Context: an optimization exercise on an open-source flow, tuned for small area, a short achievable clock period and few clock cycles per item. The choices shown serve that exercise and are no tape-out recipe.
The clock input has no modelled driver; a real chip could not lean on it and would need a root buffer or a full tree.

==> flow/design.v <==
module apb_fifo (
    input  wire        clk,
    input  wire        rst,
    input  wire        psel,
    input  wire [3:0]  paddr,
    input  wire [31:0] pwdata,
    input  wire        penable,
    input  wire        pwrite,
    output wire [31:0] prdata,
    output wire        pready
);
reg [31:0] mem [0:15];    
reg [15:0] vld;           
reg        wacc;          
reg [3:0]  wa;            
reg [3:0]  cnt;           
reg        rdy;           
reg        rdo;           
reg [31:0] rdq;           
wire setup = psel & ~penable;
wire full  = (cnt == 4'd15);
wire empty = (cnt == 4'd0);
wire [15:0] wsel = {16{wacc}} & (16'b1 << wa);    
always @(posedge clk or negedge rst) begin
    if (!rst) begin
        rdy  <= 1'b0;
        wacc <= 1'b0;
        cnt  <= 4'd0;
        vld  <= 16'b0;
    end else begin
        rdy  <= setup & (pwrite ? ~full : ~empty);
        wacc <= setup & pwrite & ~full;
        if (rdy)
            cnt <= pwrite ? cnt + 4'd1 : cnt - 4'd1;
        vld <= vld | wsel;
    end
end
wire [127:0] rsel;    
genvar c;
generate
    for (c = 0; c < 8; c = c + 1) begin : g_rsel
        apb_fifo_rsel u_rsel (.paddr(paddr), .vld(vld), .sel(rsel[16*c +: 16]));
    end
endgenerate
wire [31:0] rword;
genvar b, k;
generate
    for (b = 0; b < 32; b = b + 1) begin : g_rbit
        wire [7:0] t;
        wire [1:0] u;
        for (k = 0; k < 8; k = k + 1) begin : g_pair
            apb_fifo_aoi22 u_aoi (.a1(rsel[16*(b/4) + 2*k]), .a2(mem[2*k][b]),
                                  .b1(rsel[16*(b/4) + 2*k+1]), .b2(mem[2*k+1][b]), .y(t[k]));
        end
        apb_fifo_and4  u_a0 (.a(t[3:0]), .y(u[0]));
        apb_fifo_and4  u_a1 (.a(t[7:4]), .y(u[1]));
        apb_fifo_nand2 u_nd (.a(u[0]), .b(u[1]), .y(rword[b]));
    end
endgenerate
integer i;
always @(posedge clk) begin
    rdo <= setup & (pwrite ? ~full : ~empty);
    wa  <= paddr;
    for (i = 0; i < 16; i = i + 1)
        if (wsel[i])
            mem[i] <= pwdata;
    rdq <= rword;
end
assign prdata = rdq;
assign pready = rdo;
endmodule
module apb_fifo_aoi22 (input wire a1, a2, b1, b2, output wire y);
assign y = ~((a1 & a2) | (b1 & b2));
endmodule
module apb_fifo_and4 (input wire [3:0] a, output wire y);
assign y = &a;
endmodule
module apb_fifo_nand2 (input wire a, b, output wire y);
assign y = ~(a & b);
endmodule
module apb_fifo_rsel (
    input  wire [3:0]  paddr,
    input  wire [15:0] vld,
    output wire [15:0] sel
);
assign sel = vld & (16'b1 << paddr);
endmodule
==> flow/config.mk <==
export PLATFORM = sky130hd
export DESIGN_NAME = apb_fifo
export DESIGN_NICKNAME = apb_fifo
export VERILOG_FILES = /design/flow/design.v
export SDC_FILE = /design/flow/constraint.sdc
export NUM_CORES = 4
export LEC_CHECK = 0
export CAP_MARGIN = 20
export CORE_MARGIN = 2
export CORE_UTILIZATION = 65
export SETUP_SLACK_MARGIN = 3.1
export SLEW_MARGIN = 20
export SYNTH_HIERARCHICAL = 1
export SYNTH_MINIMUM_KEEP_SIZE = 0
export TNS_END_PERCENT = 100
==> flow/constraint.sdc <==
create_clock -name core_clock -period 5.0 [get_ports {clk}]
set_input_delay 1.0000 -clock core_clock [delete_from_list [all_inputs] [get_ports {clk}]]
set_output_delay 1.0000 -clock core_clock [all_outputs]
set_load 0.01 [all_outputs]
standard.sh (not shown) runs the stock make flow with config.mk's settings and CLKGATE_MAP_FILE= SYNTH_SCRIPT=/design/flow/synth_recipe.tcl, a recipe that flattens the netlist after the stock synthesis.
==> flow/flow/run.sh <==
#!/bin/bash
# Standard layout (bash standard.sh, all ORFS steps), with changes to clock
# tree synthesis and the timing repair that follows it:
#  - TritonCTS builds smaller sink clusters of clkbuf_8 and no dummy loads;
set -euo pipefail
here=$(pwd)
export CTS_ARGS="-sink_clustering_enable -repair_clock_nets -dont_use_dummy_load -sink_clustering_size 16 -sink_clustering_max_diameter 50 -buf_list sky130_fd_sc_hd__clkbuf_8"
# ORFS's own repair after CTS is skipped: post_cts.tcl repairs in steps instead.
export SKIP_CTS_REPAIR_TIMING=1
export FLOW_REPAIR_STEPS="${FLOW_REPAIR_STEPS:-2.5 2.6 2.7 2.8 2.85 2.9 2.95 3.0 3.05 3.1 3.15 3.2}"
export FLOW_FALLBACK_STEPS="2.5 2.6 2.7 2.8 2.9"
export FLOW_DOWNSIZE="${FLOW_DOWNSIZE-^a22oi$}"
export POST_CTS_TCL="$here/flow/post_cts.tcl"
bash standard.sh > "$here/standard.log" 2>&1
Other scripts of this flow, unchanged in this note and not shown: flow/flow/post_cts.tcl, flow/flow/probe.tcl, flow/flow/procs.tcl
Next try:
--- a/flow/design.v
+++ b/flow/design.v
@@ -36,8 +36,8 @@
     end
 end
-wire [127:0] rsel;    
+wire [31:0] rsel;    
 genvar c;
 generate
-    for (c = 0; c < 8; c = c + 1) begin : g_rsel
+    for (c = 0; c < 2; c = c + 1) begin : g_rsel
         apb_fifo_rsel u_rsel (.paddr(paddr), .vld(vld), .sel(rsel[16*c +: 16]));
     end
@@ -50,6 +50,6 @@
         wire [1:0] u;
         for (k = 0; k < 8; k = k + 1) begin : g_pair
-            apb_fifo_aoi22 u_aoi (.a1(rsel[16*(b/4) + 2*k]), .a2(mem[2*k][b]),
-                                  .b1(rsel[16*(b/4) + 2*k+1]), .b2(mem[2*k+1][b]), .y(t[k]));
+            apb_fifo_aoi22 u_aoi (.a1(rsel[16*(b/16) + 2*k]), .a2(mem[2*k][b]),
+                                  .b1(rsel[16*(b/16) + 2*k+1]), .b2(mem[2*k+1][b]), .y(t[k]));
         end
         apb_fifo_and4  u_a0 (.a(t[3:0]), .y(u[0]));
Outcome:
- synthesized area drops by 4.0%
- routed wire length decreases by 6.7%
- setup slack gets better by 0.049 ns
- sequential share of layout area grows by 2.2 points
- cell area drops by 3.0%
- first-iteration DRC count falls by 8.4%
- synthesized cell count came out lower by 12%
- non-clock buffer count went up by 32
- core utilization grows by 0.32 points
- clock-buffer cell count came out higher by 1
- critical path depth stays the same
No run of this note included a check of the RTL's function; only the layout flow was run.

## afterwards: timing with drivers on the ports
In the flow no input, the clock included, has a driving cell. The finished layouts below were timed again as built, in two steps.
Step 1 (the two cells are an assumption about what drives the block):
set clk [get_ports {clk}]
set_driving_cell -lib_cell sky130_fd_sc_hd__clkbuf_16 $clk
set_driving_cell -lib_cell sky130_fd_sc_hd__buf_2 [delete_from_list [all_inputs] $clk]
Step 2, shift: input delay + t, output delay - t, t = (earliest + latest rising clock arrival at the registers) / 2. This alone moves slack from input paths to output paths.
Slacks: ideal / step 1 / step 2; pairs: ideal / step 1.
| run | shift t [ns] | setup slack, ns | worst data-port slew with drivers (ns) | pins driven straight from the clock port |
|---|---|---|---|---|
| the first run | 0.488 | 3.030 / 2.977 / 2.490 | 0.22 | 4 |
| the second run | 0.483 | 3.079 / 3.018 / 2.617 | 0.07 | 4 |
After both steps setup and hold are still met in every run listed. For the first run, which loses most, drivers alone change the setup slack by -0.053 ns; drivers and shift together by -0.540 ns.
